Optimization exercise on an open flow, not production practice. RTL: at most simulated, not proved equivalent. Clock network not from TritonCTS: runs 2 to 8. The clock port is an ideal driver here. Power: default activity.

===== flow/design.v =====
`timescale 1ns/10ps
module LBP(  clk,reset,gray_addr,gray_req,gray_ready,gray_data,lbp_addr,lbp_valid,lbp_data,finish );
input           clk;
input           reset;
input           gray_ready;
input   [7:0]   gray_data;
output          gray_req;
output          lbp_valid;
output          finish;
output  [7:0]   lbp_data;
output  [13:0]  gray_addr;
output  [13:0]  lbp_addr;
reg             gray_req;    
reg             run;         
reg             lbp_valid;
reg             finish;
reg     [7:0]   lbp_data;
reg     [13:0]  lbp_addr;
reg     [6:0]   row;
reg     [6:0]   col;
reg     [2:0]   j;           
reg             eol;         
reg             lastrow;     
assign gray_addr = {row, col};
reg     [7:0]   p1, p2, p3, p4, p5, p6, p7, p8, p9;
reg     [2:0]   q1, q2, q3, q4, q5, q6, q7;
reg     [3:0]   q8;
reg     [4:0]   q9;
reg             b3;          
wire    [7:0]   x = gray_data;
wire            done = eol & lastrow & (col == 7'd127);
always @(posedge clk or posedge reset)
begin
    if (reset) begin
        gray_req  <= 1'b0;
        run       <= 1'b0;
        finish    <= 1'b0;
        lbp_valid <= 1'b0;
    end else begin
        lbp_valid <= run & (j[2] | j[1]) & (row[6:1] != 6'd0);
        if (run) begin
            if (done) begin
                gray_req <= 1'b0;
                run      <= 1'b0;
                finish   <= 1'b1;
            end
        end else if (gray_ready & ~finish) begin
            gray_req <= 1'b1;
            run      <= 1'b1;
        end
    end
end
always @(posedge clk)
begin
    if (~run) begin
        row     <= 7'd0;
        col     <= 7'd0;
        j       <= 3'd0;
        eol     <= 1'b0;
        lastrow <= 1'b0;
    end else begin
        j     <= j + 3'd1;
        eol   <= (j == 3'd6);
        if (eol) begin
            row     <= row + 7'd1;
            lastrow <= (row == 7'd126);
            col     <= lastrow ? col - 7'd1 : col - 7'd7;
        end else
            col     <= col + 7'd1;
    end
end
always @(posedge clk)
begin
    p1 <= x;  p2 <= p1; p3 <= p2; p4 <= p3; p5 <= p4;
    p6 <= p5; p7 <= p6; p8 <= p7; p9 <= p8;
    q1 <= {p7 >= x, p8 >= x, p9 >= x};
    q2 <= q1; q3 <= q2; q4 <= q3; q5 <= q4; q6 <= q5; q7 <= q6;
    q8 <= {x >= p7, q7};
    q9 <= {x >= p8, q8};
    b3 <= p9 >= p8;
    lbp_data <= {x >= p9, q9[4:3], p8 >= p9, b3, q9[2:0]};
    lbp_addr <= {row - 7'd1, col - 7'd1};
end
endmodule

===== flow/flow/run.sh =====
#!/bin/bash
export CTS_ARGS="-sink_clustering_enable -repair_clock_nets -sink_clustering_size 40 -sink_clustering_max_diameter 100 -dont_use_dummy_load -buf_list sky130_fd_sc_hd__clkbuf_8"
export BUFFER_PORTS_ARGS="-buffer_cell sky130_fd_sc_hd__buf_2"
bash standard.sh > standard.log 2>&1

===== flow/standard.sh =====
#!/bin/bash
# synth_recipe.tcl (not shown) runs the flow's synth.tcl, then flattens the netlist and writes it again
# the make line also repeats each setting of config.mk as NAME=value (left out here)
make -C /OpenROAD-flow-scripts/flow DESIGN_CONFIG=/design/flow/config.mk WORK_HOME=/design/flow/orfs CLKGATE_MAP_FILE= SYNTH_SCRIPT=/design/flow/synth_recipe.tcl "${@:-finish}"

===== flow/config.mk =====
export PLATFORM = sky130hd
export DESIGN_NAME = LBP
export DESIGN_NICKNAME = LBP
export VERILOG_FILES = /design/flow/design.v
export SDC_FILE = /design/flow/constraint.sdc
export NUM_CORES = 4
export LEC_CHECK = 0
export CAP_MARGIN = 20
export CORE_MARGIN = 2
export CORE_UTILIZATION = 40
export SETUP_SLACK_MARGIN = 2.3
export SLEW_MARGIN = 20

===== flow/constraint.sdc =====
create_clock -name core_clock -period 4.0 [get_ports {clk}]
set_input_delay 0.8000 -clock core_clock [delete_from_list [all_inputs] [get_ports {clk}]]
set_output_delay 0.8000 -clock core_clock [all_outputs]
set_load 0.01 [all_outputs]

==> results.ini, run 1 <==
[run_status]
status = complete, no violations

[final_layout]
antenna_cells = 0
nets = 510
drive_above_1_share_pct = 27.7
multi_input_area_um2 = 1510
syn2layout_area_growth_pct = 23.3
final_util_pct = 49.9
final_area_um2 = 5630
regArea_um2 = 3050
fill_cells = 1018

[yosys]
yosys_warnings = 1
ys_top_cells_by_count = dfxtp_1, ha_1, inv_1, a21oi_1, nor2_1
synth_edf_count = 0
ys_types = 39
synth_top_cell_by_area = dfxtp_1
ys.flop_type = dfxtp_1
yosysTopAreaCellShare_pct = 63.1
ys_seq_area_share_pct = 65.3
post-synth-top-count-cell = dfxtp_1
async_flop_share_pct = 2.70
synth_fp_nets = 431
netlist_instances = 381
synth.area.top_cells = dfxtp_1, ha_1, inv_1, a21oi_1, dfrtp_1
synth_seq_cells = 148
synth_area_um2 = 4570
synth.avg_cell_area_um2 = 12.0

[routing]
detail-route-antenna-nets = 0
drt-total-wl_um = 7530
drt_pass1_iterations = 4
dr.first_iter.drc_count = 93
wl_per_cell_um = 12.5
vias_per_cell = 4.69
drc = 0
vias = 2817

[power]
ir_worst_vdd_uv = 356
power.density_nw_per_um2 = 447
fin_total_pwr_w = 0.00252
p_leak_nw = 2.57

[timing]
tns_ns = 0
fmax_ghz = 0.577
finalHoldViolCount = 0
setup_viol = 0
period_share_pct = 43.3
fin_worst_skew_ns = 0.0312
rsz0062_at_grt = true
period_minus_slack_ns = 1.73
slew_viol_final = 0
tightest_slew_ns = 0.517
slew-limit-headroom_pct = 65.5

[setup_path]
reg2reg_setup_slack_ns = 2.37
end_kind = output port
worstSetupStartpointType = register
slowest_delay_ns = 0.38
cp_slowest_cell = dfrtp_1
worst-path-buf-inv = 1
path_class = register to output port
cp_cell_sequence = buf_2
path_max_fanout = 2
path_delay_family = flip-flops
cp.arrival_ns = 0.93
required_ns = 3.20

[global_routing]
grt_pass1_vias = 2729
grt_usage_pct = 13.4
grt_remaining_overflow = 0
grt_pass1_wl_um = 12800
grt_max_degree = 17
antenna_found_initial = 0

[worst_hold_path]
holdCritPathClass = primary input to async pin

[clocking]
cts.reportedPaths.clkPinSlew_ns = 0.06
cts_hold_buf = 0
cts_tree = yes
clock-sinks = 148
cts_root_buffer = clkbuf_8
cts_inserted_buffers = 17
htreeDepth = 4
clk_path_buf_depth = 2
insertion_delay_ns = 0.44

[flow_run]
drv_cap = 0

[floorplanning]
initial_utilization_pct = 40.5
core_um2 = 11300
die_width_um = 111
ios = 50
dieArea_um2 = 12300
fp.dieH_um = 111
rows = 39

[place]
placed_cell_area_um2 = 5030
port-buffer-count = 49
post-dp-hpwl_um = 5200
gp_congestion = 0.831

## registers in the layout (all words and copies together), names as in the netlist, 4 cells and up
name      cells
p9            8
lbp_data      8
p8            8
lbp_addr     14
p6            8
col           7
p1            8
p5            8
p4            8
q8            4
p3            8
p7            8
row           7
p2            8
q9            5
## cells in the final DEF (no fill, tap or decap), types with 8 or more instances in the layout
cell type	instances
ha_1	34
inv_1	35
dfxtp_2	12
xnor2_1	8
a21oi_1	20
buf_2	24
dfxtp_1	119
nor2_1	18
dfxtp_4	13
xor2_1	10
clkbuf_8	17
nand2_1	16
nand4_1	8
buf_6	25
buf_4	17
## timing repair
| item | CTS | global route |
|---|---|---|
| gates resized for setup | 46 | 20 |
| setup buffers | 15 | 2 |
| endpoints found under the setup margin | 29 | 42 |
## per-layer routing
layer | global-route usage (%) | share of wire [%]
met5 | 0 | 0
met4 | 5.42 | 1.5
met3 | 6.07 | 5.0
met2 | 20.4 | 46
met1 | 16.6 | 48
## worst paths after layout
path	from	endpoint	cells after the start
max	gray_req	gray_req	1
max in group asynchronous	reset	run	2
max reg2reg	col[1]	col[4]	7
min	reset	lbp_valid	2
min in group core_clock	q5[0]	q6[0]	0
min reg2reg	q5[0]	q6[0]	0
## stage by stage
step	hold slack (ns)	setup WS (ns)	instances
2_1_floorplan	0.310	2.25	381
5_1_grt	0.228	2.21	601
3_5_place_dp	0.312	1.99	567
6_report	0.245	2.27	601
3_3_place_gp	0.310	2.05	567
4_1_cts	0.215	2.23	599
## area by class of cell
class	instances	area share (%)
timing repair buffer	66	9.40
multi-input combinational	191	26.7
sequential	148	54.1
clock buffer	17	4.16
tap	143	3.18
inverter	36	2.40
## logic make-up after synthesis
kind of cell / after synthesis / share of synthesized area, %
AO/OA/AOI/OAI: 51 / 6.74
XOR/XNOR: 18 / 3.45
adder cells (fa/ha/maj): 39 / 10.7
buffers and inverters: 42 / 3.78
flip-flops: 148 / 65.3
multiplexers: 4 / 0.877
AND/OR/NAND/NOR: 79 / 9.15
## report_power, final
group	leakage (nW)	internal, W	switching (W)	total (W)
sequential	1.26	0.00156	0.0000249	0.00158
clock	0.122	0.000373	0.000433	0.000806
combinational	1.19	0.0000634	0.0000652	0.000129
Testbench counts, summed over its fixed seeds: cycles 258,060.
==> run 2, diff against run 1 <==
==> flow/flow/run.sh (replaced) <==
#!/bin/bash
HERE=$(cd "$(dirname "$0")" && pwd)
export PRE_CTS_TCL=$HERE/cts_manual.tcl
export CTS_MANUAL_NROOT=4
export CTS_MANUAL_NLEAF=0
export CTS_MANUAL_ROOTBUF=sky130_fd_sc_hd__clkbuf_16
export CTS_MANUAL_LEAFBUF=sky130_fd_sc_hd__clkbuf_16
export BUFFER_PORTS_ARGS="-buffer_cell sky130_fd_sc_hd__buf_2"
bash standard.sh > standard.log 2>&1
==> flow/flow/cts_manual.tcl (new file) <==
# Hand-built balanced clock tree: the clock port drives NROOT buffers; each
# drives NLEAF leaf buffers (or, with NLEAF 0, the registers directly); each
# leaf drives one spatial cluster of the register clock pins. Clusters come
# from recursive bisection of the register positions, so every register sees
# the same number of buffers.
proc mcts_split {items k} {
  if {$k <= 1 || [llength $items] <= 1} { return [list $items] }
  set xs {}; set ys {}
  foreach s $items { lappend xs [lindex $s 1]; lappend ys [lindex $s 2] }
  set xs [lsort -integer $xs]; set ys [lsort -integer $ys]
  set idx [expr {([lindex $xs end]-[lindex $xs 0]) >= ([lindex $ys end]-[lindex $ys 0]) ? 1 : 2}]
  set sorted [lsort -integer -index $idx $items]
  set k1 [expr {$k / 2}]
  set n1 [expr {int(round([llength $sorted] * double($k1) / $k))}]
  return [concat [mcts_split [lrange $sorted 0 [expr {$n1-1}]] $k1] \
                 [mcts_split [lrange $sorted $n1 end] [expr {$k-$k1}]]]
}
proc mcts_buffer {block master name innet items} {
  set sx 0; set sy 0
  foreach s $items { set sx [expr {$sx + [lindex $s 1]}]; set sy [expr {$sy + [lindex $s 2]}] }
  set cx [expr {int($sx / [llength $items])}]
  set cy [expr {int($sy / [llength $items])}]
  set inst [odb::dbInst_create $block $master $name]
  set net [odb::dbNet_create $block "${name}_net"]
  $net setSigType CLOCK
  [$inst findITerm A] connect $innet
  [$inst findITerm X] connect $net
  foreach s $items { set it [lindex $s 0]; $it disconnect; $it connect $net }
  $inst setLocation $cx $cy
  $inst setPlacementStatus PLACED
  return [list [$inst findITerm A] $cx $cy]
}
proc manual_cts {nroot nleaf rootbuf leafbuf} {
  set block [ord::get_db_block]
  set clknet [$block findNet clk]
  set sinks {}
  foreach it [$clknet getITerms] {
    set bb [[$it getInst] getBBox]
    lappend sinks [list $it [expr {([$bb xMin]+[$bb xMax])/2}] [expr {([$bb yMin]+[$bb yMax])/2}]]
  }
  set rm [[ord::get_db] findMaster $rootbuf]
  if {$nleaf == 0} {
    set i 0
    foreach g [mcts_split $sinks $nroot] {
      mcts_buffer $block $rm "clkroot_$i" $clknet $g
      puts "manual_cts: root $i drives [llength $g] registers"
      incr i
    }
  } else {
    set lm [[ord::get_db] findMaster $leafbuf]
    set groups [mcts_split $sinks [expr {$nroot*$nleaf}]]
    set leaves {}
    set i 0
    foreach g $groups {
      lappend leaves [mcts_buffer $block $lm "clkleaf_$i" $clknet $g]
      puts "manual_cts: leaf $i drives [llength $g] registers"
      incr i
    }
    set i 0
    foreach g [mcts_split $leaves $nroot] {
      mcts_buffer $block $rm "clkroot_$i" $clknet $g
      puts "manual_cts: root $i drives [llength $g] leaves"
      incr i
    }
  }
  set_propagated_clock [all_clocks]
}

# cts.tcl calls clock_tree_synthesis right after this hook; build the tree
# by hand instead.
rename clock_tree_synthesis orig_clock_tree_synthesis
proc clock_tree_synthesis {args} {
  manual_cts $::env(CTS_MANUAL_NROOT) $::env(CTS_MANUAL_NLEAF) \
    $::env(CTS_MANUAL_ROOTBUF) $::env(CTS_MANUAL_LEAFBUF)
}
--- a/flow/config.mk
+++ b/flow/config.mk
@@ -7,6 +7,6 @@
 export LEC_CHECK = 0
 export CAP_MARGIN = 20
 export CORE_MARGIN = 2
-export CORE_UTILIZATION = 40
-export SETUP_SLACK_MARGIN = 2.3
+export CORE_UTILIZATION = 60
+export SETUP_SLACK_MARGIN = 2.5
 export SLEW_MARGIN = 20
==> run 2 against run 1 <==
Against the previous run:
- register-to-register slack gained 0.15 ns
- synthesized area is the same
- flip-flop and latch count unchanged
- global-route usage grew 4.9 points
- combinational power is 15% higher
- still clean on timing, DRC and antenna
- worst setup slack got worse by 0.029 ns
- fmax shrank 1.7%
- clock power down 35%
- power decreased by 11%
- largest cell class unchanged
- sequential power is essentially flat
==> results.ini, run 2 <==
[routing]
vias = 2838  ; +0.75%
wl_per_cell_um = 14.4  ; +15%
vias_per_cell = 5.13  ; +9.5%
drt_pass1_iterations = 4  ; unchanged
drc = 0  ; unchanged
drt-total-wl_um = 7980  ; +6.0%
detail-route-antenna-nets = 0  ; unchanged
dr.first_iter.drc_count = 58  ; -38%

[global_routing]
grt_remaining_overflow = 0  ; unchanged
grt_pass1_vias = 2751  ; +0.81%
grt_pass1_wl_um = 12700  ; -1.0%
grt_max_degree = 38  ; +21
grt_usage_pct = 18.3  ; +4.9 points
antenna_found_initial = 0  ; unchanged

[setup_path]
required_ns = 4.08  ; +0.88 ns
startpoint = gray_data[1]
path_delay_family = simple AND/OR/NAND/NOR gates
cp.arrival_ns = 1.84  ; +0.91 ns
end_kind = register
slowest_delay_ns = 0.25  ; -0.13 ns
worstSetupStartpointType = primary input
path_max_fanout = 4  ; +2
worst-path-buf-inv = 1  ; unchanged
cp_slowest_cell = or2_4
worstReg2RegStart = col[1]
path_class = primary input to register
cp_cell_sequence = buf_8 -> ha_4 -> nor2b_4 -> o211ai_1 -> a31oi_1 -> or2_4

[worst_hold_path]
holdCritPathClass = register to register
hold_path_startpoint = q2[1]

[run_status]
status = complete, no violations

[yosys]
ys_types = 39  ; unchanged
post-synth-top-count-cell = dfxtp_1
ys_top_cells_by_count = dfxtp_1, ha_1, inv_1, a21oi_1, nor2_1
yosysTopAreaCellShare_pct = 63.1  ; unchanged
yosys_warnings = 1  ; unchanged
ys_seq_area_share_pct = 65.3  ; unchanged
synth_top_cell_by_area = dfxtp_1
synth_fp_nets = 431  ; unchanged
synth_edf_count = 0  ; unchanged
synth.area.top_cells = dfxtp_1, ha_1, inv_1, a21oi_1, dfrtp_1
synthMuxAreaShare_pct = 0.877  ; unchanged
synth.avg_cell_area_um2 = 12.0  ; unchanged
netlist_instances = 381  ; unchanged
synth-simple-area-share_pct = 9.15  ; unchanged
synth_fa_ha_area_share_pct = 10.7  ; unchanged
synth_seq_cells = 148  ; unchanged
async_flop_share_pct = 2.70  ; unchanged
synth_xor_xnor_area_share_pct = 3.45  ; unchanged
ys.flop_type = dfxtp_1
synth_top_family_by_area = adder cells
synth_area_um2 = 4570  ; unchanged
synth_compound_area_share_pct = 6.74  ; unchanged

[timing]
period_share_pct = 44.0  ; +0.73 points
tightest_slew_ns = 0.484  ; -0.0332 ns
finalHoldViolCount = 0  ; unchanged
slew_viol_final = 0  ; unchanged
fin_worst_skew_ns = 0.00793  ; -0.0232 ns
rsz0062_at_grt = true
slew-limit-headroom_pct = 67.7  ; +2.2 points
setup_viol = 0  ; unchanged
fmax_ghz = 0.568  ; -1.7%
tns_ns = 0  ; unchanged
period_minus_slack_ns = 1.76  ; +0.0291 ns

[final_layout]
regArea_um2 = 3040  ; -0.33%
final_common_cell = dfxtp_1
fill_cells = 481  ; -53%
syn2layout_area_growth_pct = 23.1
antenna_cells = 0  ; unchanged
final_cell_mix = dfxtp_1, inv_1, buf_2, buf_4, ha_1
fin_cells = 553  ; -8.0%
multi_input_area_um2 = 1670  ; +11%
largest_reg_flops = 14  ; unchanged
largest_register = lbp_addr
nets = 506  ; -0.78%
drive_above_1_share_pct = 29.5  ; +1.8 points

[place]
gp_congestion = 0.798  ; -4.0%
post-dp-hpwl_um = 5020  ; -3.4%
dp.cells = 523  ; -7.8%
port-buffer-count = 49  ; unchanged

[clocking]
cts.reportedPaths.clkPinSlew_ns = 0.12  ; +0.06 ns
cts_hold_buf = 0  ; unchanged
insertion_delay_ns = 0.18  ; -0.26 ns

[floorplanning]
rows = 31  ; -21%
die_width_um = 91.2  ; -18%
core_um2 = 7330  ; -35%
ios = 50  ; unchanged
dieArea_um2 = 8330  ; -32%
fp.dieH_um = 91.2  ; -18%
initial_utilization_pct = 62.3  ; +22 points

[power]
power.density_nw_per_um2 = 400  ; -10%
ir_worst_vdd_uv = 360  ; +1.2%
p_leak_nw = 2.56  ; -0.37%

[flow_run]
drv_cap = 0  ; unchanged

==> run 2: timing repair <==
item / CTS / global route
cloned: 0 / 0
endpoints found under the setup margin: 29 / 29
gates resized for setup: 57 / 28
pin swaps: 16 / 19
buffers inserted: 16 / 10
==> run 2: cells by family (layout without fill, tap and decap cells) <==
kind of cell             Yosys count  after routing
XOR/XNOR                          18             18
multiplexers                       4              4
adder cells (fa/ha/maj)           39             39
AND/OR/NAND/NOR                   79             79
AO/OA/AOI/OAI                     51             51
flip-flops                       148            148
buffers and inverters             42            115
==> run 2: power by group <==
part / internal, W / switching, W / leakage [nW]
Combinational: 0.0000715 / 0.0000767 / 1.25
Clock: 0.000188 / 0.000332 / 0.0493
Sequential: 0.00156 / 0.0000260 / 1.25
Total: 0.00182 / 0.000435 / 2.56
==> run 2: layout make-up <==
| cell class | count | share of cell area (%) |
|---|---|---|
| Timing Repair Buffer | 75 | 9.86 |
| Inverter | 36 | 2.45 |
| Multi-Input combinational cell | 191 | 29.7 |
| Tap cell | 99 | 2.20 |
| Buffer | 4 | 1.78 |
| Sequential cell | 148 | 54.0 |
==> run 2: path summary, 6_finish.rpt <==
path	cells after the start	slack, ns	endpoint
setup / recovery	6	2.24	lbp_data[7]
hold / removal	0	0.34	q3[1]
setup reg to reg	6	2.52	col[4]
hold reg to reg	0	0.34	q3[1]
max in group asynchronous	2	3.38	finish
min in group asynchronous	2	0.47	run
==> run 2: per-layer routing <==
layer  vias to the layer above  GRT usage, %  wire length, µm
met5                         -             0                0
met4                         0          3.54              174
met3                        12          1.33              291
met2                        73          35.0             4070
met1                      1340          22.6             3450
li1                       1413             -                -
==> run 2: stage by stage <==
step / setup slack, ns / area (µm²) / hold slack [ns] / utilization, % / total power, W
finish: 2.24 / 5620 / 0.336 / 76.7 / 0.00225
floorplan: 2.25 / 4650 / 0.310 / - / 0.00169
detailed placement: 2.02 / 4980 / 0.312 / 67.9 / 0.00175
CTS: 2.29 / 5390 / 0.338 / 73.5 / 0.00225
global placement: 2.05 / 4980 / 0.310 / 67.9 / 0.00174
global route: 2.20 / 5620 / 0.346 / 76.7 / 0.00234
==> run 3, diff against run 2 <==
==> flow/flow/run.sh (replaced) <==
#!/bin/bash
HERE=$(cd "$(dirname "$0")" && pwd)
export PRE_CTS_TCL=$HERE/cts_manual.tcl
export CTS_MANUAL_NROOT=4
export CTS_MANUAL_NLEAF=2
export CTS_MANUAL_ROOTBUF=sky130_fd_sc_hd__clkbuf_16
export CTS_MANUAL_LEAFBUF=sky130_fd_sc_hd__clkbuf_16
export BUFFER_PORTS_ARGS="-buffer_cell sky130_fd_sc_hd__buf_2"
bash standard.sh > standard.log 2>&1
--- a/flow/flow/cts_manual.tcl
+++ b/flow/flow/cts_manual.tcl
@@ -3,17 +3,46 @@
 # leaf drives one spatial cluster of the register clock pins. Clusters come
 # from recursive bisection of the register positions, so every register sees
 # the same number of buffers.
+# Estimated clock load (fF) of one cluster driven from its centroid: pin
+# capacitance plus wire, the wire taken as proportional to the total
+# Manhattan distance of the pins from the centroid (fitted on earlier layouts).
+proc mcts_cost {items} {
+  set n [llength $items]
+  if {$n == 0} { return 0 }
+  set sx 0; set sy 0
+  foreach s $items { set sx [expr {$sx + [lindex $s 1]}]; set sy [expr {$sy + [lindex $s 2]}] }
+  set cx [expr {double($sx)/$n}]; set cy [expr {double($sy)/$n}]
+  set st 0
+  foreach s $items { set st [expr {$st + abs([lindex $s 1]-$cx) + abs([lindex $s 2]-$cy)}] }
+  return [expr {1.75*$n + 0.0258*$st/1000.0}]
+}
+proc mcts_best {items k} {
+  if {$k <= 1 || [llength $items] <= 1} { return [list [mcts_cost $items] [list $items]] }
+  set k1 [expr {$k / 2}]
+  set k2 [expr {$k - $k1}]
+  set n [llength $items]
+  set best [list 1e30 {}]
+  foreach idx {1 2} {
+    set sorted [lsort -integer -index $idx $items]
+    set mid [expr {double($n) * $k1 / $k}]
+    set lo [expr {max(1, int($mid * 0.8))}]
+    set hi [expr {min($n-1, int(ceil($mid * 1.2)))}]
+    for {set n1 $lo} {$n1 <= $hi} {incr n1} {
+      set l [mcts_best [lrange $sorted 0 [expr {$n1-1}]] $k1]
+      if {[lindex $l 0] >= [lindex $best 0]} { continue }
+      set r [mcts_best [lrange $sorted $n1 end] $k2]
+      set c [expr {max([lindex $l 0], [lindex $r 0])}]
+      if {$c < [lindex $best 0]} {
+        set best [list $c [concat [lindex $l 1] [lindex $r 1]]]
+      }
+    }
+  }
+  return $best
+}
 proc mcts_split {items k} {
-  if {$k <= 1 || [llength $items] <= 1} { return [list $items] }
-  set xs {}; set ys {}
-  foreach s $items { lappend xs [lindex $s 1]; lappend ys [lindex $s 2] }
-  set xs [lsort -integer $xs]; set ys [lsort -integer $ys]
-  set idx [expr {([lindex $xs end]-[lindex $xs 0]) >= ([lindex $ys end]-[lindex $ys 0]) ? 1 : 2}]
-  set sorted [lsort -integer -index $idx $items]
-  set k1 [expr {$k / 2}]
-  set n1 [expr {int(round([llength $sorted] * double($k1) / $k))}]
-  return [concat [mcts_split [lrange $sorted 0 [expr {$n1-1}]] $k1] \
-                 [mcts_split [lrange $sorted $n1 end] [expr {$k-$k1}]]]
+  set b [mcts_best $items $k]
+  puts "manual_cts: $k clusters, largest estimated load [format %.1f [lindex $b 0]] fF"
+  return [lindex $b 1]
 }
 proc mcts_buffer {block master name innet items} {
   set sx 0; set sy 0
==> run 3 against run 2 <==
Against the previous run:
- still clean
- via count down 0.81%
- worst setup slack better by 0.11 ns
- synthesized area unchanged
- routed wire length is 0.76% higher
- worst hold slack lost 0.012 ns
- sequential share of layout area decreased by 2.3 points
- flip-flop and latch count unchanged
- utilization increased by 3.7 points
- power is 19% higher
- clock power grew about 80%
- largest power group unchanged
- highest routed layer unchanged
==> results.ini, run 3 <==
[place]
gp_congestion = 0.798  ; unchanged
post-dp-hpwl_um = 5020  ; unchanged
port-buffer-count = 49  ; unchanged
dp.cells = 523  ; unchanged
placed_cell_area_um2 = 4980  ; unchanged

[yosys]
yosysTopAreaCellShare_pct = 63.1  ; unchanged
ys_seq_area_share_pct = 65.3  ; unchanged
synth_area_um2 = 4570  ; unchanged
async_flop_share_pct = 2.70  ; unchanged
ys.flop_type = dfxtp_1
netlist_instances = 381  ; unchanged
ys_top_cells_by_count = dfxtp_1, ha_1, inv_1, a21oi_1, nor2_1
synth.area.top_cells = dfxtp_1, ha_1, inv_1, a21oi_1, dfrtp_1
synth_top_cell_by_area = dfxtp_1
synth.avg_cell_area_um2 = 12.0  ; unchanged
synth_seq_cells = 148  ; unchanged
synth_fp_nets = 431  ; unchanged
ys_types = 39  ; unchanged
post-synth-top-count-cell = dfxtp_1
synth_edf_count = 0  ; unchanged
yosys_warnings = 1  ; unchanged

[worst_hold_path]
holdPathEnd = q6[0]
holdCritPathClass = register to register
min_path_cells = 0  ; unchanged
hold_path_startpoint = q5[0]

[final_layout]
final_cell_mix = dfxtp_1, inv_1, buf_2, ha_1, buf_6
final_common_cell = dfxtp_1
nets = 507  ; +0.20%
drive_above_1_share_pct = 32.7  ; +3.2 points
antenna_cells = 0  ; unchanged
fin_cells = 554  ; +0.18%
final_area_um2 = 5890  ; +4.8%
largest_register = lbp_addr
largest_reg_flops = 14  ; unchanged
syn2layout_area_growth_pct = 29.0

[power]
ir_worst_vdd_uv = 462  ; +28%
fin_total_pwr_w = 0.00269  ; +19%
power.density_nw_per_um2 = 456  ; +14%
p_leak_nw = 2.64  ; +3.2%

[floorplanning]
rows = 31  ; unchanged
core_um2 = 7330  ; unchanged
die_width_um = 91.2  ; unchanged
ios = 50  ; unchanged
dieArea_um2 = 8330  ; unchanged
fp.dieH_um = 91.2  ; unchanged
initial_utilization_pct = 62.3  ; unchanged

[global_routing]
grt_max_degree = 20  ; -47%
antenna_found_initial = 0  ; unchanged
grt_remaining_overflow = 0  ; unchanged
grt_pass1_wl_um = 13200  ; +3.9%
grt_pass1_vias = 2860  ; +4.0%
grt_usage_pct = 19.1  ; +0.82 points

[setup_path]
end_kind = register
worstReg2RegStart = p9[1]
cp.arrival_ns = 1.82  ; -0.02 ns
path_max_fanout = 4  ; unchanged
path_class = primary input to register
reg2reg_depth = 6  ; unchanged
startpoint = gray_data[1]
reg2reg_setup_slack_ns = 2.49  ; -0.03 ns
required_ns = 4.16  ; +0.08 ns
worstSetupStartpointType = primary input
r2r-end = lbp_data[4]

[timing]
hold_slack_ns = 0.324  ; -0.0119 ns
slew-limit-headroom_pct = 67.4  ; -0.32 points
tns_ns = 0  ; unchanged
rsz0062_at_grt = true
period_minus_slack_ns = 1.66  ; -0.105 ns
fin_worst_skew_ns = 0.00697  ; -0.000957 ns
period_share_pct = 41.4  ; -2.6 points
tightest_slew_ns = 0.488  ; +0.00474 ns
slew_viol_final = 0  ; unchanged
fmax_ghz = 0.604  ; +6.3%
finalHoldViolCount = 0  ; unchanged
setup_viol = 0  ; unchanged

[routing]
drt-total-wl_um = 8040  ; +0.76%
detail-route-antenna-nets = 0  ; unchanged
drc = 0  ; unchanged
dr.first_iter.drc_count = 57  ; -1.7%
drt_pass1_iterations = 4  ; unchanged
wl_per_cell_um = 14.5  ; +0.58%
vias = 2815  ; -0.81%
vias_per_cell = 5.08  ; -0.99%

[clocking]
cts_hold_buf = 0  ; unchanged
insertion_delay_ns = 0.27  ; +0.09 ns
cts.reportedPaths.clkPinSlew_ns = 0.07  ; -0.05 ns

[run_status]
status = complete, no violations

[flow_run]
drv_cap = 0  ; unchanged

run 3: worst max-delay path by stage:
| stage | to | slack, ns | cells past startpoint |
|---|---|---|---|
| after floorplan | q8[3] | 2.25 | 5 |
| after global placement | lbp_data[7] | 2.05 | 6 |
| after detailed placement | q8[3] | 2.02 | 6 |
| after CTS | q8[3] | 2.37 | 6 |
| after global routing | q8[3] | 2.31 | 6 |
| final | q8[3] | 2.34 | 6 |
run 3: repair_timing:
action / 4_1_cts / 5_1_grt
gates resized for setup: 75 / 32
endpoints found under the setup margin: 39 / 49
cloned: 0 / 0
pin swaps: 21 / 13
setup buffers: 16 / 3
run 3: worst max-delay path, cell delays in order:
cell      delay (ns)
buf_8           0.11
ha_4            0.20
nor2b_1         0.12
o211ai_1        0.23
a31oi_1         0.12
or2_4           0.23
run 3: per-stage QoR:
step	utilization, %	setup WS (ns)
2_1_floorplan	-	2.25
3_3_place_gp	67.9	2.05
3_5_place_dp	67.9	2.02
4_1_cts	77.9	2.37
5_1_grt	80.4	2.31
6_report	80.4	2.34
run 3: final cells by class:
type | instances | area [µm²]
fillers | 436 | 1440
multi-input cells | 191 | 1740
well taps | 99 | 124
inverters | 36 | 140
flip-flops and latches | 148 | 3040
repair buffers | 68 | 546
plain buffers | 12 | 300
run 3: logic make-up after synthesis:
kind of cell,count (synthesis),share of synthesized area (%)
multiplexers,4,0.877
AO/OA/AOI/OAI,51,6.74
AND/OR/NAND/NOR,79,9.15
flip-flops,148,65.3
adder cells (fa/ha/maj),39,10.7
XOR/XNOR,18,3.45
buffers and inverters,42,3.78
run 3: power breakdown:
part,internal [W],leakage (nW),switching (W)
registers,0.00156,1.25,0.0000280
clock network,0.000532,0.148,0.000403
logic,0.0000859,1.24,0.0000823
run 3: layer usage:
layer	GRT usage, %	up-vias	part of all wire (%)
met5	0	-	0
met4	3.16	0	2.0
met3	2.16	12	4.1
met2	35.9	67	51
met1	23.9	1322	43
li1	-	1414	-
==> run 4, diff against run 3 <==
==> flow/flow/run.sh (replaced) <==
#!/bin/bash
HERE=$(cd "$(dirname "$0")" && pwd)
export PRE_CTS_TCL=$HERE/cts_manual.tcl
export CTS_MANUAL_NROOT=4
export CTS_MANUAL_NLEAF=2
export CTS_MANUAL_ROOTBUF=sky130_fd_sc_hd__clkbuf_8
export CTS_MANUAL_LEAFBUF=sky130_fd_sc_hd__clkbuf_8
export BUFFER_PORTS_ARGS="-buffer_cell sky130_fd_sc_hd__buf_2"
bash standard.sh > standard.log 2>&1
--- a/flow/config.mk
+++ b/flow/config.mk
@@ -8,5 +8,5 @@
 export CAP_MARGIN = 20
 export CORE_MARGIN = 2
 export CORE_UTILIZATION = 60
-export SETUP_SLACK_MARGIN = 2.5
+export SETUP_SLACK_MARGIN = 2.1
 export SLEW_MARGIN = 20
==> run 4 against run 3 <==
Against the previous run:
- still clean on timing, DRC and antenna
- worst setup slack got worse by 0.18 ns
- die area is the same
- first-iteration DRC count rose by 49%
- power fell by 13%
- register-to-register slack got worse by 0.16 ns
- critical endpoint unchanged
==> results.ini, run 4 <==
[timing]
slew_viol_final = 0  ; unchanged
period_share_pct = 45.8  ; +4.4 points
period_minus_slack_ns = 1.83  ; +0.177 ns
rsz0062_at_grt = false
tns_ns = 0  ; unchanged
slew-limit-headroom_pct = 66.8  ; -0.62 points
setup_viol = 0  ; unchanged
fin_worst_skew_ns = 0.0103  ; +0.00330 ns
finalHoldViolCount = 0  ; unchanged
tightest_slew_ns = 0.498  ; +0.00927 ns
fmax_ghz = 0.546  ; -9.6%

[yosys]
synth_compound_area_share_pct = 6.74  ; unchanged
netlist_instances = 381  ; unchanged
yosys_warnings = 1  ; unchanged
synth_seq_cells = 148  ; unchanged
synthMuxAreaShare_pct = 0.877  ; unchanged
synth_edf_count = 0  ; unchanged
post-synth-top-count-cell = dfxtp_1
ys.flop_type = dfxtp_1
synth_fa_ha_area_share_pct = 10.7  ; unchanged
ys_types = 39  ; unchanged
synth_area_um2 = 4570  ; unchanged
synth.area.top_cells = dfxtp_1, ha_1, inv_1, a21oi_1, dfrtp_1
synth_top_family_by_area = adder cells
async_flop_share_pct = 2.70  ; unchanged
ys_seq_area_share_pct = 65.3  ; unchanged
synth_xor_xnor_area_share_pct = 3.45  ; unchanged
synth.avg_cell_area_um2 = 12.0  ; unchanged
synth_fp_nets = 431  ; unchanged
ys_top_cells_by_count = dfxtp_1, ha_1, inv_1, a21oi_1, nor2_1
synth-simple-area-share_pct = 9.15  ; unchanged
yosysTopAreaCellShare_pct = 63.1  ; unchanged
synth_top_cell_by_area = dfxtp_1

[setup_path]
slowest_delay_ns = 0.32  ; +0.09 ns
reg2reg_depth = 5  ; -1
cp_cell_sequence = buf_2 -> ha_1 -> nor2b_1 -> o211ai_1 -> a31oi_1 -> or2_2
path_max_fanout = 4  ; unchanged
path_class = primary input to register
cp.arrival_ns = 2.01  ; +0.19 ns
required_ns = 4.18  ; +0.02 ns
worstSetupStartpointType = primary input
end_kind = register
cp_slowest_cell = ha_1

[routing]
wl_met2_um = 2730  ; -33%
wl_met3_um = 242  ; -26%
vias_per_cell = 4.89  ; -3.8%
vias = 2621  ; -6.9%
dr.first_iter.drc_count = 85  ; +49%
drt_pass1_iterations = 5  ; +1
wl_per_cell_um = 12.4  ; -15%
dr.max_layer_used = met4
wl_met1_um = 3580  ; +3.1%
drc = 0  ; unchanged
detail-route-antenna-nets = 0  ; unchanged
drt-total-wl_um = 6630  ; -18%

[floorplanning]
rows = 31  ; unchanged
fp.dieH_um = 91.2  ; unchanged
initial_utilization_pct = 62.3  ; unchanged
die_width_um = 91.2  ; unchanged
dieArea_um2 = 8330  ; unchanged
ios = 50  ; unchanged
core_um2 = 7330  ; unchanged

[clocking]
insertion_delay_ns = 0.28  ; about the same
cts_hold_buf = 0  ; unchanged
cts.reportedPaths.clkPinSlew_ns = 0.10  ; +0.03 ns

[final_layout]
largest_reg_flops = 14  ; unchanged
largest_register = lbp_addr
syn2layout_area_growth_pct = 11.1
drive_above_1_share_pct = 16.5  ; -16 points
final_cell_mix = dfxtp_1, buf_2, ha_1, inv_1, a21oi_1
regArea_um2 = 2990  ; -1.9%
nets = 489  ; -3.6%
multi_input_area_um2 = 1410  ; -19%
fill_cells = 562  ; +29%
final_util_pct = 69.2  ; -11 points
antenna_cells = 0  ; unchanged
final_common_cell = dfxtp_1

[global_routing]
grt_remaining_overflow = 0  ; unchanged
grt_usage_pct = 15.9  ; -3.2 points
grt_pass1_vias = 2439  ; -15%
grt_pass1_wl_um = 11200  ; -15%
antenna_found_initial = 0  ; unchanged
grt_max_degree = 20  ; unchanged

[worst_hold_path]
holdCritPathClass = register to register
min_path_cells = 0  ; unchanged

[power]
power.density_nw_per_um2 = 461  ; +0.89%
ir_worst_vdd_uv = 372  ; -20%
p_leak_nw = 2.38  ; -10%

[place]
gp_congestion = 0.817  ; +2.4%
port-buffer-count = 49  ; unchanged
post-dp-hpwl_um = 4860  ; -3.3%

[flow_run]
drv_cap = 0  ; unchanged

[run_status]
status = complete, no violations

[run 4: cell count changes in the layout (fill, tap and decap cells not counted), moves of 12 or more]
cell | before | now
buf_2 | 25 | 49
buf_4 | 19 | 1
buf_6 | 22 | 0
clkbuf_16 | 12 | 0
clkbuf_8 | 0 | 12
dfxtp_1 | 121 | 142
dfxtp_4 | 13 | 0
ha_1 | 22 | 39
ha_4 | 17 | 0
[run 4: layout make-up]
type / instances / area share, %
flip-flops and latches: 148 / 58.8
multi-input cells: 191 / 27.8
repair buffers: 50 / 4.98
plain buffers: 12 / 3.26
inverters: 36 / 2.66
well taps: 99 / 2.44
[run 4: final timing paths]
kind,slack [ns],to,from
min reg2reg,0.33,q7[1],q6[1]
min in group asynchronous,0.38,lbp_valid,reset
min,0.33,q7[1],q6[1]
max,2.17,q8[3],gray_data[1]
max in group asynchronous,3.47,gray_req,reset
max reg2reg,2.33,gray_req,col[0]
[run 4: cells by family (layout without fill, tap and decap cells)]
kind of cell / Yosys count / after routing
adders and majority gates: 39 / 39
xor gates and xnor gates: 18 / 18
buffers and inverters: 42 / 98
DFF: 148 / 148
muxes: 4 / 4
AOI/OAI and AO/OA: 51 / 51
and+or+nand+nor: 79 / 79
[run 4: power by group]
group / internal [W] / switching [W] / total [W] / leakage [nW]
clock: 0.000271 / 0.000367 / 0.000638 / 0.0863
combinational: 0.0000488 / 0.0000609 / 0.000110 / 1.04
sequential: 0.00156 / 0.0000243 / 0.00159 / 1.25
total: 0.00188 / 0.000452 / 0.00234 / 2.38
[run 4: routing by layer]
| metal | up-vias | global-route usage (%) |
|---|---|---|
| li1 | 1374 | - |
| met1 | 1197 | 25.2 |
| met2 | 45 | 24.3 |
| met3 | 5 | 1.41 |
| met4 | 0 | 2.40 |
| met5 | - | 0 |
[run 4: per-stage QoR]
step	power, W	cells	area, µm²	hold WS, ns	setup slack (ns)
finish	0.00234	536	5070	0.335	2.17
global route	0.00244	536	5070	0.341	2.11
CTS	0.00236	535	5060	0.336	2.14
detailed placement	0.00173	523	4900	0.312	1.91
global placement	0.00173	523	4900	0.310	1.96
floorplan	0.00168	381	4570	0.310	2.14
[run 4: timing repair]
item | CTS | global route
endpoints found under the setup margin | 0 | 3
buffers inserted | 0 | 1
gates resized for setup | 0 | 2
[run 4: worst max-delay path: cells and delay by family]
family | cells | cell delay, ns
AND/OR/NAND/NOR | 2 | 0.41
AO/OA/AOI/OAI | 2 | 0.34
adder cells (fa/ha/maj) | 1 | 0.32
buffers and inverters | 1 | 0.13
==> run 5, diff against run 4 <==
--- a/flow/config.mk
+++ b/flow/config.mk
@@ -8,5 +8,5 @@
 export CAP_MARGIN = 20
 export CORE_MARGIN = 2
 export CORE_UTILIZATION = 60
-export SETUP_SLACK_MARGIN = 2.1
+export SETUP_SLACK_MARGIN = 2.2
 export SLEW_MARGIN = 20
==> run 5 against run 4 <==
Against the previous run:
- still clean on timing, DRC and antenna
- register-to-register slack about the same
- fmax is 3.9% higher
- worst hold slack worse by 0.0081 ns
- die area is the same
- worst setup slack improved by 0.068 ns
- sequential power about the same
- routed wire length fell by 0.51%
- sequential share of layout area decreased by 0.21 points
- synthesized area unchanged
- largest cell class unchanged
- largest power group unchanged
- highest routed layer unchanged
==> results.ini, run 5 <==
[run_status]
status = complete, no violations

[power]
ir_worst_vdd_uv = 458  ; +23%
power.switching_w = 0.000461  ; +1.9%
power.density_nw_per_um2 = 460  ; -0.19%
intPower_w = 0.00189  ; about the same
swShare_pct = 19.6  ; +0.29 points
pwr-share-comb_pct = 4.8  ; about the same
power.share.clock_pct = 27.6  ; +0.3 points
p_seq_share_pct = 67.7  ; -0.3 points
p_leak_nw = 2.37  ; -0.13%

[yosys]
yosys_warnings = 1  ; unchanged
synth_seq_cells = 148  ; unchanged
post-synth-top-count-cell = dfxtp_1
ys_seq_area_share_pct = 65.3  ; unchanged
synth_top_cell_by_area = dfxtp_1
yosysTopAreaCellShare_pct = 63.1  ; unchanged
ys.flop_type = dfxtp_1
async_flop_share_pct = 2.70  ; unchanged
ys_types = 39  ; unchanged
netlist_instances = 381  ; unchanged
synth.area.top_cells = dfxtp_1, ha_1, inv_1, a21oi_1, dfrtp_1
synth_area_um2 = 4570  ; unchanged
ys_top_cells_by_count = dfxtp_1, ha_1, inv_1, a21oi_1, nor2_1
synth_edf_count = 0  ; unchanged
synth_fp_nets = 431  ; unchanged
synth.avg_cell_area_um2 = 12.0  ; unchanged

[timing]
tightest_slew_ns = 0.510  ; +0.0127 ns
period_share_pct = 44.1  ; -1.7 points
tns_ns = 0  ; unchanged
slew-limit-headroom_pct = 65.9  ; -0.86 points
rsz0062_at_grt = true
slew_viol_final = 0  ; unchanged
finalHoldViolCount = 0  ; unchanged
fmax_ghz = 0.567  ; +3.9%
period_minus_slack_ns = 1.76  ; -0.0684 ns
setup_viol = 0  ; unchanged
fin_worst_skew_ns = 0.0113  ; +0.000977 ns

[clocking]
insertion_delay_ns = 0.28  ; about the same
cts_hold_buf = 0  ; unchanged
cts.reportedPaths.clkPinSlew_ns = 0.10  ; about the same
post_cts_buffers = 0  ; unchanged

[routing]
drt-total-wl_um = 6600  ; -0.51%
dr.first_iter.drc_count = 60  ; -29%
vias_per_cell = 4.97  ; +1.6%
detail-route-antenna-nets = 0  ; unchanged
drc = 0  ; unchanged
drt_pass1_iterations = 4  ; -1
wl_per_cell_um = 12.3  ; -0.33%
vias = 2657  ; +1.4%

[global_routing]
grt_pass1_wl_um = 11500  ; +2.7%
grt_usage_pct = 16.3  ; +0.39 points
use_met2_pct = 26.5  ; +2.2 points
top_usage_layer = met2
grt_pass1_vias = 2520  ; +3.3%
grt_max_degree = 20  ; unchanged
antenna_found_initial = 0  ; unchanged
grt_remaining_overflow = 0  ; unchanged
use_met3_pct = 1.83  ; +0.41 points
met1_usage_pct = 24.0  ; -1.2 points

[floorplanning]
die_width_um = 91.2  ; unchanged
fp.dieH_um = 91.2  ; unchanged
ios = 50  ; unchanged
core_um2 = 7330  ; unchanged
dieArea_um2 = 8330  ; unchanged
initial_utilization_pct = 62.3  ; unchanged
rows = 31  ; unchanged

[setup_path]
reg2reg_setup_slack_ns = 2.33  ; about the same
endpoint = q1[1]
worstSetupStartpointType = primary input
path_class = primary input to register
startpoint = gray_data[3]
r2r-end = gray_req
cp.arrival_ns = 1.98  ; -0.03 ns
end_kind = register
path_max_fanout = 4  ; unchanged
reg2reg_depth = 5  ; unchanged
worstReg2RegStart = col[1]
required_ns = 4.21  ; +0.03 ns

[place]
port-buffer-count = 49  ; unchanged
gp_congestion = 0.810  ; -0.78%
post-dp-hpwl_um = 4800  ; -1.1%
placed_cell_area_um2 = 4920  ; +0.51%

[final_layout]
final_common_cell = dfxtp_1
drive_above_1_share_pct = 18.3  ; +1.9 points
antenna_cells = 0  ; unchanged
syn2layout_area_growth_pct = 11.8
largest_reg_flops = 14  ; unchanged
final_cell_mix = dfxtp_1, buf_2, ha_1, inv_1, a21oi_1
final_area_um2 = 5100  ; +0.62%
nets = 488  ; -0.20%
largest_register = lbp_addr

[worst_hold_path]
holdCritPathClass = register to register

[flow_run]
drv_cap = 0  ; unchanged

run 5: cell counts after synthesis:
No cell type changed its count.
run 5: power groups by stage:
| stage | Sequential [W] | Clock, W | Combinational, W |
|---|---|---|---|
| floorplan | 0.00162 | 0 | 0.0000654 |
| global placement | 0.00162 | 0 | 0.000107 |
| detailed placement | 0.00162 | 0 | 0.000111 |
| CTS | 0.00159 | 0.000672 | 0.000112 |
| global route | 0.00160 | 0.000728 | 0.000130 |
| finish | 0.00159 | 0.000647 | 0.000112 |
run 5: stage by stage:
stage	std cells	worst slack (ns)	hold WS (ns)	util (%)	power [W]
floorplan	381	2.21	0.310	-	0.00169
global placement	523	2.00	0.310	67.2	0.00173
detailed placement	523	1.97	0.312	67.2	0.00173
CTS	535	2.22	0.336	69.5	0.00237
global route	535	2.19	0.341	69.6	0.00246
finish	535	2.24	0.326	69.6	0.00235
run 5: worst min path at each step:
| stage | startpoint | to | slack, ns | depth (start not counted) |
|---|---|---|---|---|
| 5_1_grt | p4[6] | p5[6] | 0.34 | 0 |
| 2_1_floorplan | q9[0] | lbp_data[0] | 0.31 | 0 |
| 4_1_cts | q2[0] | q3[0] | 0.34 | 0 |
| 3_5_place_dp | p2[4] | p3[4] | 0.31 | 0 |
| 3_3_place_gp | q8[2] | q9[2] | 0.31 | 0 |
| 6_report | b3 | lbp_data[3] | 0.33 | 0 |
run 5: kinds of logic after synthesis:
kind of cell             after synthesis  synth area share, %
buffers and inverters                 42                 3.78
multiplexers                           4                0.877
XOR/XNOR                              18                 3.45
flip-flops                           148                 65.3
AO/OA/AOI/OAI                         51                 6.74
AND/OR/NAND/NOR                       79                 9.15
adder cells (fa/ha/maj)               39                 10.7
run 5: metal layers:
| metal | vias to the layer above | routed length, µm |
|---|---|---|
| met5 | - | 0 |
| li1 | 1377 | - |
| met4 | 0 | 106 |
| met1 | 1214 | 3200 |
| met3 | 10 | 341 |
| met2 | 56 | 2950 |
run 5: area by class of cell:
cell class	instances	area [µm²]
buffer	12	165
fill	554	2230
tap	99	124
inverter	36	135
multi-input combinational	191	1440
sequential	148	2990
timing repair buffer	49	245
run 5: critical path, cell delays in order:
cell      delay, ns
buf_2          0.13
ha_1           0.34
and3_1         0.22
a221oi_1       0.27
o221ai_1       0.13
o21ai_0        0.09
run 5: what timing repair did:
item                                   CTS  global route
setup endpoints to repair                4             8
gates cloned                             0             0
pin swaps                                0             2
endpoints found under the hold margin    0             0
gates resized for setup                  4             5
==> run 6, diff against run 5 <==
--- a/flow/config.mk
+++ b/flow/config.mk
@@ -8,5 +8,5 @@
 export CAP_MARGIN = 20
 export CORE_MARGIN = 2
 export CORE_UTILIZATION = 60
-export SETUP_SLACK_MARGIN = 2.2
+export SETUP_SLACK_MARGIN = 2.4
 export SLEW_MARGIN = 20
==> run 6 against run 5 <==
Against the previous run:
- synthesized cell count unchanged
- largest cell class unchanged
- largest power group unchanged
- fmax up 8.1%
- sequential power about the same
- highest routed layer unchanged
- routed wire length up 11%
- via count up 5.2%
- still clean
- critical endpoint is now q8[3]
- critical path type unchanged
==> results.ini, run 6 <==
[floorplanning]
ios = 50  ; unchanged
core_um2 = 7330  ; unchanged
dieArea_um2 = 8330  ; unchanged
rows = 31  ; unchanged
die_width_um = 91.2  ; unchanged
initial_utilization_pct = 62.3  ; unchanged
fp.dieH_um = 91.2  ; unchanged

[place]
dp.cells = 523  ; unchanged
placed_cell_area_um2 = 4980  ; +1.1%
port-buffer-count = 49  ; unchanged
post-dp-hpwl_um = 5060  ; +5.3%
gp_congestion = 0.796  ; -1.8%

[global_routing]
grt_pass1_wl_um = 12300  ; +6.6%
grt_remaining_overflow = 0  ; unchanged
antenna_found_initial = 0  ; unchanged
grt_usage_pct = 17.4  ; +1.1 points
grt_max_degree = 20  ; unchanged
use_met2_pct = 30.9  ; +4.4 points
grt_pass1_vias = 2717  ; +7.8%
met1_usage_pct = 23.0  ; -0.98 points
top_usage_layer = met2
use_met3_pct = 1.99  ; +0.17 points

[yosys]
synth.area.top_cells = dfxtp_1, ha_1, inv_1, a21oi_1, dfrtp_1
yosysTopAreaCellShare_pct = 63.1  ; unchanged
ys_seq_area_share_pct = 65.3  ; unchanged
netlist_instances = 381  ; unchanged
synth_edf_count = 0  ; unchanged
post-synth-top-count-cell = dfxtp_1
synth_area_um2 = 4570  ; unchanged
synth_top_cell_by_area = dfxtp_1
yosys_warnings = 1  ; unchanged
async_flop_share_pct = 2.70  ; unchanged
synth.avg_cell_area_um2 = 12.0  ; unchanged
ys_types = 39  ; unchanged
synth_fp_nets = 431  ; unchanged
synth_seq_cells = 148  ; unchanged
ys_top_cells_by_count = dfxtp_1, ha_1, inv_1, a21oi_1, nor2_1
ys.flop_type = dfxtp_1

[clocking]
cts.reportedPaths.clkPinSlew_ns = 0.10  ; about the same
insertion_delay_ns = 0.28  ; about the same

[setup_path]
r2r-end = gray_req
end_kind = register
reg2reg_setup_slack_ns = 2.51  ; +0.18 ns
path_max_fanout = 4  ; unchanged
worstReg2RegStart = col[1]
cp.arrival_ns = 1.81  ; -0.17 ns
reg2reg_depth = 5  ; unchanged
worstSetupStartpointType = primary input
required_ns = 4.18  ; -0.03 ns
path_class = primary input to register

[final_layout]
final_area_um2 = 5500  ; +7.7%
final_cell_mix = dfxtp_1, buf_2, inv_1, ha_1, buf_4
final_util_pct = 75.0  ; +5.4 points
largest_reg_flops = 14  ; unchanged
syn2layout_area_growth_pct = 20.4
final_common_cell = dfxtp_1
fin_cells = 556  ; +3.9%
largest_register = lbp_addr
antenna_cells = 0  ; unchanged
drive_above_1_share_pct = 27.4  ; +9.0 points
nets = 509  ; +4.3%
fill_cells = 511  ; -7.8%

[power]
power.density_nw_per_um2 = 430  ; -6.5%
power.switching_w = 0.000469  ; +1.7%
power.share.clock_pct = 27.3  ; -0.3 points
swShare_pct = 19.8  ; +0.20 points
intPower_w = 0.00189  ; +0.44%
p_leak_nw = 2.53  ; +6.4%
ir_worst_vdd_uv = 376  ; -18%
pwr-share-comb_pct = 5.8  ; +1.0 points
p_seq_share_pct = 66.9  ; -0.8 points

[timing]
slew-limit-headroom_pct = 65.5  ; -0.46 points
tns_ns = 0  ; unchanged
fin_worst_skew_ns = 0.00819  ; -0.00306 ns
period_share_pct = 40.8  ; -3.3 points
fmax_ghz = 0.613  ; +8.1%
setup_viol = 0  ; unchanged
period_minus_slack_ns = 1.63  ; -0.132 ns
rsz0062_at_grt = true
tightest_slew_ns = 0.517  ; +0.00697 ns
finalHoldViolCount = 0  ; unchanged
slew_viol_final = 0  ; unchanged

[routing]
wl_per_cell_um = 13.1  ; +6.4%
detail-route-antenna-nets = 0  ; unchanged
vias = 2795  ; +5.2%
vias_per_cell = 5.03  ; +1.2%
dr.first_iter.drc_count = 74  ; +23%
drt_pass1_iterations = 4  ; unchanged
drt-total-wl_um = 7300  ; +11%
drc = 0  ; unchanged

[run_status]
status = complete, no violations

[worst_hold_path]
holdCritPathClass = register to register
holdPathEnd = p6[6]
hold_path_startpoint = p5[6]
min_path_cells = 0  ; unchanged

[flow_run]
drv_cap = 0  ; unchanged

[run 6: power by group through the flow]
stage	registers, W	logic (W)	clock network [W]
final	0.00158	0.000136	0.000646
after global routing	0.00159	0.000154	0.000730
after CTS	0.00158	0.000129	0.000668
after detailed placement	0.00162	0.000122	0
after global placement	0.00162	0.000117	0
after floorplan	0.00162	0.0000746	0
[run 6: how the worst max path moves through the flow]
stage / from / end / slack (ns) / cells past startpoint
floorplan: gray_data[1] / q8[3] / 2.25 / 5
global placement: gray_data[1] / lbp_data[7] / 2.05 / 6
detailed placement: gray_data[1] / lbp_data[7] / 2.01 / 6
CTS: gray_data[1] / q8[3] / 2.34 / 6
global route: gray_data[2] / q1[1] / 2.30 / 6
finish: gray_data[1] / q8[3] / 2.37 / 6
[run 6: area by class of cell]
cell class | count | area [µm²] | area share, %
Buffer | 12 | 165 | 3.00
Multi-Input combinational cell | 191 | 1550 | 28.2
Inverter | 36 | 138 | 2.50
Timing Repair Buffer | 70 | 488 | 8.87
Tap cell | 99 | 124 | 2.25
Sequential cell | 148 | 3040 | 55.2
[run 6: timing repair]
item | in CTS | in global routing
endpoints found under the setup margin | 25 | 25
setup buffers | 14 | 7
pin swaps | 9 | 13
hold buffers | 0 | 0
gates resized for setup | 38 | 24
endpoints found under the hold margin | 0 | 0
[run 6: through the flow]
| step | hold WS (ns) | power, W | worst slack (ns) |
|---|---|---|---|
| 6_report | 0.331 | 0.00236 | 2.37 |
| 5_1_grt | 0.333 | 0.00248 | 2.30 |
| 4_1_cts | 0.328 | 0.00238 | 2.34 |
| 3_5_place_dp | 0.312 | 0.00175 | 2.01 |
| 3_3_place_gp | 0.309 | 0.00174 | 2.05 |
| 2_1_floorplan | 0.310 | 0.00169 | 2.25 |
[run 6: logic make-up after synthesis]
group	synth area share, %
mux	0.877
buf+inv	3.78
compound gates	6.74
simple gates	9.15
flops	65.3
fa+ha+maj	10.7
xor+xnor	3.45
[run 6: worst max-delay path, cell delays in order]
cell and delay (ns):
buf_8 0.11, ha_4 0.20, nor2b_1 0.12, o211ai_1 0.23, a31oi_1 0.12, or2_4 0.23
[run 6: routing by layer]
layer  routed length, µm  share of wire [%]
met3                 307                4.2
met2                3460                 47
met1                3340                 46
met4                 185                2.5
met5                   0                  0
==> run 7, diff against run 6 <==
--- a/flow/config.mk
+++ b/flow/config.mk
@@ -7,6 +7,6 @@
 export LEC_CHECK = 0
 export CAP_MARGIN = 20
 export CORE_MARGIN = 2
-export CORE_UTILIZATION = 60
+export CORE_UTILIZATION = 70
 export SETUP_SLACK_MARGIN = 2.4
 export SLEW_MARGIN = 20
==> run 7 against run 6 <==
Against the previous run:
- still clean on timing, DRC and antenna
- combinational power is 33% higher
- global-route usage is 5.2 points higher
- design area is 1.9% higher
- flip-flop and latch count stayed put
- routed wire length is 28% higher
- register-to-register slack worse by 0.10 ns
- first-iteration DRC count is 23% higher
- utilization is 14 points higher
- clock skew is 0.0032 ns higher
- synthesized area stayed put
- worst hold slack hardly changed
- power is 2.7% higher
- critical path type unchanged
- highest routed layer unchanged
==> results.ini, run 7 <==
[run_status]
status = complete, no violations

[timing]
tns_ns = 0  ; unchanged
fmax_ghz = 0.558  ; -8.9%
slew-limit-headroom_pct = 68.3  ; +2.8 points
fin_worst_skew_ns = 0.0114  ; +0.00318 ns
period_share_pct = 44.8  ; +4.0 points
finalHoldViolCount = 0  ; unchanged
tightest_slew_ns = 0.475  ; -0.0421 ns
fin_ws_ns = 2.21  ; -0.159 ns
slew_viol_final = 0  ; unchanged
setup_viol = 0  ; unchanged
rsz0062_at_grt = true
period_minus_slack_ns = 1.79  ; +0.159 ns

[global_routing]
grt_pass1_vias = 2912  ; +7.2%
antenna_found_initial = 0  ; unchanged
grt_pass1_wl_um = 13400  ; +8.8%
grt_max_degree = 20  ; unchanged
grt_remaining_overflow = 0  ; unchanged
grt_usage_pct = 22.6  ; +5.2 points

[final_layout]
antenna_cells = 0  ; unchanged
fill_cells = 291  ; -43%
final_area_um2 = 5610  ; +1.9%
final_common_cell = dfxtp_1
nets = 508  ; -0.20%
drive_above_1_share_pct = 30.0  ; +2.7 points
final_cell_mix = dfxtp_1, buf_2, inv_1, ha_1, buf_4
largest_reg_flops = 14  ; unchanged
syn2layout_area_growth_pct = 22.8
largest_register = lbp_addr

[setup_path]
cp_slowest_cell = ha_4
path_class = primary input to register
cp_cell_sequence = buf_12 -> ha_4 -> nor2b_4 -> o211ai_1 -> buf_4 -> buf_6 -> a21oi_2 -> o22ai_1
end_kind = register
worst-path-stages = 8  ; +2
worstSetupStartpointType = primary input
slowest_delay_ns = 0.26  ; +0.03 ns
required_ns = 4.17  ; about the same
worst-path-buf-inv = 3  ; +2
path_delay_family = compound AO/OA/AOI/OAI gates
cp.arrival_ns = 1.96  ; +0.15 ns
path_max_fanout = 4  ; unchanged
reg2reg_depth = 8  ; +3

[power]
p_leak_nw = 2.52  ; -0.11%
power.density_nw_per_um2 = 433  ; +0.79%
ir_worst_vdd_uv = 537  ; +43%

[yosys]
synth_area_um2 = 4570  ; unchanged
yosysTopAreaCellShare_pct = 63.1  ; unchanged
netlist_instances = 381  ; unchanged
async_flop_share_pct = 2.70  ; unchanged
ys_types = 39  ; unchanged
synth.avg_cell_area_um2 = 12.0  ; unchanged
synth_edf_count = 0  ; unchanged
post-synth-top-count-cell = dfxtp_1
yosys_warnings = 1  ; unchanged
synth_seq_cells = 148  ; unchanged
synth.area.top_cells = dfxtp_1, ha_1, inv_1, a21oi_1, dfrtp_1
synth_fp_nets = 431  ; unchanged
ys_seq_area_share_pct = 65.3  ; unchanged
ys_top_cells_by_count = dfxtp_1, ha_1, inv_1, a21oi_1, nor2_1
ys.flop_type = dfxtp_1
synth_top_cell_by_area = dfxtp_1

[routing]
drt_pass1_iterations = 4  ; unchanged
wl_per_cell_um = 17.5  ; +33%
vias = 2937  ; +5.1%
drt-total-wl_um = 9330  ; +28%
detail-route-antenna-nets = 0  ; unchanged
vias_per_cell = 5.51  ; +9.6%
drc = 0  ; unchanged
dr.first_iter.drc_count = 91  ; +23%

[place]
dp_slack_ns = 1.96  ; -0.0556 ns
post-dp-hpwl_um = 5280  ; +4.3%
gp_congestion = 0.797  ; +0.15%
port-buffer-count = 49  ; unchanged
placed_cell_area_um2 = 4950  ; -0.55%

[clocking]
insertion_delay_ns = 0.29  ; about the same
cts_hold_buf = 0  ; unchanged
cts.reportedPaths.clkPinSlew_ns = 0.11  ; about the same

[floorplanning]
ios = 50  ; unchanged
rows = 29  ; -6.5%
fp.dieH_um = 84.8  ; -7.1%
initial_utilization_pct = 72.3  ; +10 points
die_width_um = 84.8  ; -7.1%
dieArea_um2 = 7190  ; -14%
core_um2 = 6310  ; -14%

[flow_run]
drv_cap = 0  ; unchanged

[worst_hold_path]
holdCritPathClass = register to register
min_path_cells = 0  ; unchanged

[run 7: area by class of cell]
class,instances,area (µm²),area share [%]
Inverter,36,138,2.45
Sequential cell,148,3040,54.1
Timing Repair Buffer,69,460,8.21
Multi-Input combinational cell,191,1710,30.5
Buffer,12,165,2.95
Tap cell,77,96.3,1.72
[run 7: where the power goes]
| group | internal (W) | switching [W] | total (W) | leakage (nW) |
|---|---|---|---|---|
| clock network | 0.000272 | 0.000389 | 0.000661 | 0.0863 |
| registers | 0.00156 | 0.0000288 | 0.00159 | 1.25 |
| logic | 0.0000844 | 0.0000963 | 0.000181 | 1.18 |
| total | 0.00191 | 0.000514 | 0.00243 | 2.52 |
[run 7: cells by family after synthesis]
kind of cell / synth area share (%)
DFF: 65.3
xor gates and xnor gates: 3.45
muxes: 0.877
AOI/OAI and AO/OA: 6.74
and+or+nand+nor: 9.15
buffers and inverters: 3.78
adders and majority gates: 10.7
[run 7: repair_timing]
item                                    in CTS  in global routing
endpoints found under the setup margin      26                 22
pin swaps                                    9                 17
resized for setup                           41                 35
hold endpoints to repair                     0                  0
setup buffers                               16                  4
[run 7: routing by layer]
layer  vias up  wire (µm)  track usage (%)
met2       110       4940             41.2
met3        21        492             2.65
met4         0        209             7.50
met5         -          0                0
met1      1388       3680             27.9
li1       1418          -                -
[run 7: stage by stage]
step,utilization [%],std cells,total power [W],hold WS (ns)
2_1_floorplan,-,381,0.00169,0.310
3_3_place_gp,78.4,501,0.00174,0.310
3_5_place_dp,78.4,501,0.00175,0.312
4_1_cts,84.8,529,0.00238,0.330
5_1_grt,88.8,533,0.00251,0.330
6_report,88.8,533,0.00243,0.331
[run 7: path summary, 6_finish.rpt]
check / slack [ns] / from / to
max: 2.21 / gray_data[1] / q1[2]
min: 0.33 / p5[3] / p6[3]
max reg2reg: 2.41 / p7[1] / q1[2]
min reg2reg: 0.33 / p5[3] / p6[3]
max in group asynchronous: 3.47 / reset / lbp_valid
min in group asynchronous: 0.38 / reset / finish
==> run 8, diff against run 7 <==
--- a/flow/config.mk
+++ b/flow/config.mk
@@ -7,6 +7,6 @@
 export LEC_CHECK = 0
 export CAP_MARGIN = 20
 export CORE_MARGIN = 2
-export CORE_UTILIZATION = 70
-export SETUP_SLACK_MARGIN = 2.4
+export CORE_UTILIZATION = 60
+export SETUP_SLACK_MARGIN = 2.3
 export SLEW_MARGIN = 20
==> run 8 against run 7 <==
Against the previous run:
- still clean
- register-to-register slack improved by 0.04 ns
- design area shrank 7.3%
- clock skew hardly changed
- via count shrank 8.6%
- combinational power fell by 32%
- highest routed layer unchanged
==> results.ini, run 8 <==
[run_status]
status = complete, no violations

[timing]
rsz0062_at_grt = true
slew-limit-headroom_pct = 66.0  ; -2.3 points
slew_viol_final = 0  ; unchanged
fmax_ghz = 0.597  ; +7.0%
finalHoldViolCount = 0  ; unchanged
hold_slack_ns = 0.329  ; -0.00215 ns
fin_worst_skew_ns = 0.0113  ; -0.0000559 ns
tightest_slew_ns = 0.510  ; +0.0349 ns
period_share_pct = 41.8  ; -2.9 points
tns_ns = 0  ; unchanged
setup_viol = 0  ; unchanged
period_minus_slack_ns = 1.67  ; -0.117 ns

[setup_path]
worstSetupStartpointType = register
cp_cell_sequence = buf_2
required_ns = 3.20  ; -0.97 ns
reg2reg_setup_slack_ns = 2.45  ; +0.04 ns
cp.arrival_ns = 0.87  ; -1.09 ns
path_delay_family = flip-flops
path_class = register to output port
worst-path-buf-inv = 1  ; -2
cp_slowest_cell = dfxtp_4
slowest_delay_ns = 0.43  ; +0.17 ns
path_max_fanout = 11  ; +7
end_kind = output port

[yosys]
synth_fa_ha_area_share_pct = 10.7  ; unchanged
synth.area.top_cells = dfxtp_1, ha_1, inv_1, a21oi_1, dfrtp_1
async_flop_share_pct = 2.70  ; unchanged
synth_area_um2 = 4570  ; unchanged
netlist_instances = 381  ; unchanged
ys_top_cells_by_count = dfxtp_1, ha_1, inv_1, a21oi_1, nor2_1
synth_seq_cells = 148  ; unchanged
synth-simple-area-share_pct = 9.15  ; unchanged
synth.avg_cell_area_um2 = 12.0  ; unchanged
synth_compound_area_share_pct = 6.74  ; unchanged
ys_types = 39  ; unchanged
synth_top_family_by_area = adder cells
synth_edf_count = 0  ; unchanged
post-synth-top-count-cell = dfxtp_1
synth_xor_xnor_area_share_pct = 3.45  ; unchanged
synth_fp_nets = 431  ; unchanged
yosysTopAreaCellShare_pct = 63.1  ; unchanged
ys_seq_area_share_pct = 65.3  ; unchanged
yosys_warnings = 1  ; unchanged
synth_top_cell_by_area = dfxtp_1
synthMuxAreaShare_pct = 0.877  ; unchanged
ys.flop_type = dfxtp_1

[power]
p_leak_nw = 2.39  ; -5.2%
power.density_nw_per_um2 = 453  ; +4.6%
p_seq_share_pct = 67.3  ; +2.0 points
intPower_w = 0.00189  ; -1.2%
swShare_pct = 19.8  ; -1.4 points
power.share.clock_pct = 27.5  ; +0.3 points
ir_worst_vdd_uv = 381  ; -29%
power.switching_w = 0.000465  ; -9.5%
pwr-share-comb_pct = 5.2  ; -2.2 points

[routing]
detail-route-antenna-nets = 0  ; unchanged
drt_pass1_iterations = 4  ; unchanged
wl_per_cell_um = 12.9  ; -26%
drt-total-wl_um = 6930  ; -26%
dr.first_iter.drc_count = 62  ; -32%
vias = 2683  ; -8.6%
drc = 0  ; unchanged
vias_per_cell = 5.01  ; -9.2%

[global_routing]
grt_pass1_vias = 2621  ; -10%
grt_max_degree = 20  ; unchanged
grt_pass1_wl_um = 11800  ; -12%
antenna_found_initial = 0  ; unchanged
grt_remaining_overflow = 0  ; unchanged
grt_usage_pct = 16.8  ; -5.8 points

[worst_hold_path]
holdCritPathClass = register to register

[floorplanning]
dieArea_um2 = 8330  ; +16%
ios = 50  ; unchanged
die_width_um = 91.2  ; +7.6%
core_um2 = 7330  ; +16%
rows = 31  ; +6.9%
initial_utilization_pct = 62.3  ; -10 points
fp.dieH_um = 91.2  ; +7.6%

[final_layout]
nets = 489  ; -3.7%
final_cell_mix = dfxtp_1, buf_2, inv_1, ha_1, a21oi_1
final_area_um2 = 5200  ; -7.3%
drive_above_1_share_pct = 21.3  ; -8.8 points
antenna_cells = 0  ; unchanged
final_common_cell = dfxtp_1
largest_register = lbp_addr
syn2layout_area_growth_pct = 13.9
largest_reg_flops = 14  ; unchanged
final_util_pct = 70.9  ; -18 points

[clocking]
insertion_delay_ns = 0.29  ; about the same
cts_hold_buf = 0  ; unchanged
cts.reportedPaths.clkPinSlew_ns = 0.10  ; about the same

[place]
gp_congestion = 0.796  ; -0.15%
post-dp-hpwl_um = 5060  ; -4.1%
placed_cell_area_um2 = 4980  ; +0.56%
port-buffer-count = 49  ; unchanged

[flow_run]
drv_cap = 0  ; unchanged

## run 8: cell counts after synthesis
No cell type changed its count.
## run 8: worst reg2reg max path, delay by kind of cell, from the launching register on
family                     cells  cell delay, ns
and+or+nand+nor                2            0.42
DFF                            1            0.41
adders and majority gates      1            0.24
AOI/OAI and AO/OA              1            0.22
muxes                          1            0.19
## run 8: timing repair
action / CTS / global route
resized for setup: 16 / 10
pin swaps: 2 / 4
buffers inserted: 0 / 1
setup endpoints to repair: 12 / 11
## run 8: final cells by class
cell class / count / area (µm²)
multi-input combinational: 191 / 1490
sequential: 148 / 3010
timing repair buffer: 50 / 268
buffer: 12 / 165
inverter: 36 / 135
fill: 557 / 2130
tap: 99 / 124
## run 8: kinds of logic after synthesis
| logic type | count (synthesis) |
|---|---|
| AOI/OAI and AO/OA | 51 |
| xor gates and xnor gates | 18 |
| adders and majority gates | 39 |
| buffers and inverters | 42 |
| DFF | 148 |
| muxes | 4 |
| and+or+nand+nor | 79 |
## run 8: through the flow
step,power (W),cells,setup WS (ns)
6_report,0.00236,536,2.33
4_1_cts,0.00238,535,2.26
3_5_place_dp,0.00175,523,2.01
2_1_floorplan,0.00169,381,2.25
3_3_place_gp,0.00174,523,2.05
5_1_grt,0.00247,536,2.29
## run 8: power by group through the flow
stage / registers, W / clock network, W / logic [W]
finish: 0.00158 / 0.000647 / 0.000123
floorplan: 0.00162 / 0 / 0.0000746
global placement: 0.00162 / 0 / 0.000117
global route: 0.00160 / 0.000730 / 0.000141
detailed placement: 0.00162 / 0 / 0.000122
CTS: 0.00159 / 0.000668 / 0.000124
## run 8: worst paths after layout
check / depth (start not counted) / end / start
min in group asynchronous: 2 / finish / reset
max in group asynchronous: 2 / run / reset
min: 0 / p6[6] / p5[6]
min reg2reg: 0 / p6[6] / p5[6]
max reg2reg: 5 / col[6] / col[0]
max: 1 / gray_addr[3] / col[3]
## run 8: metal layers
layer | vias to the layer above | wire length [µm] | GRT usage, %
met5 | - | 0 | 0
met4 | 0 | 168 | 3.54
met3 | 17 | 291 | 1.99
met2 | 53 | 3250 | 29.7
met1 | 1235 | 3220 | 22.3
li1 | 1378 | - | -

Check on run 8: ideal ports give 2.326 ns setup slack; a clkbuf_16 on the clock port and buf_2 on the inputs give 2.259 ns; moving port delays by the midpoint clock arrival (0.349 ns) as well gives 2.021 ns.
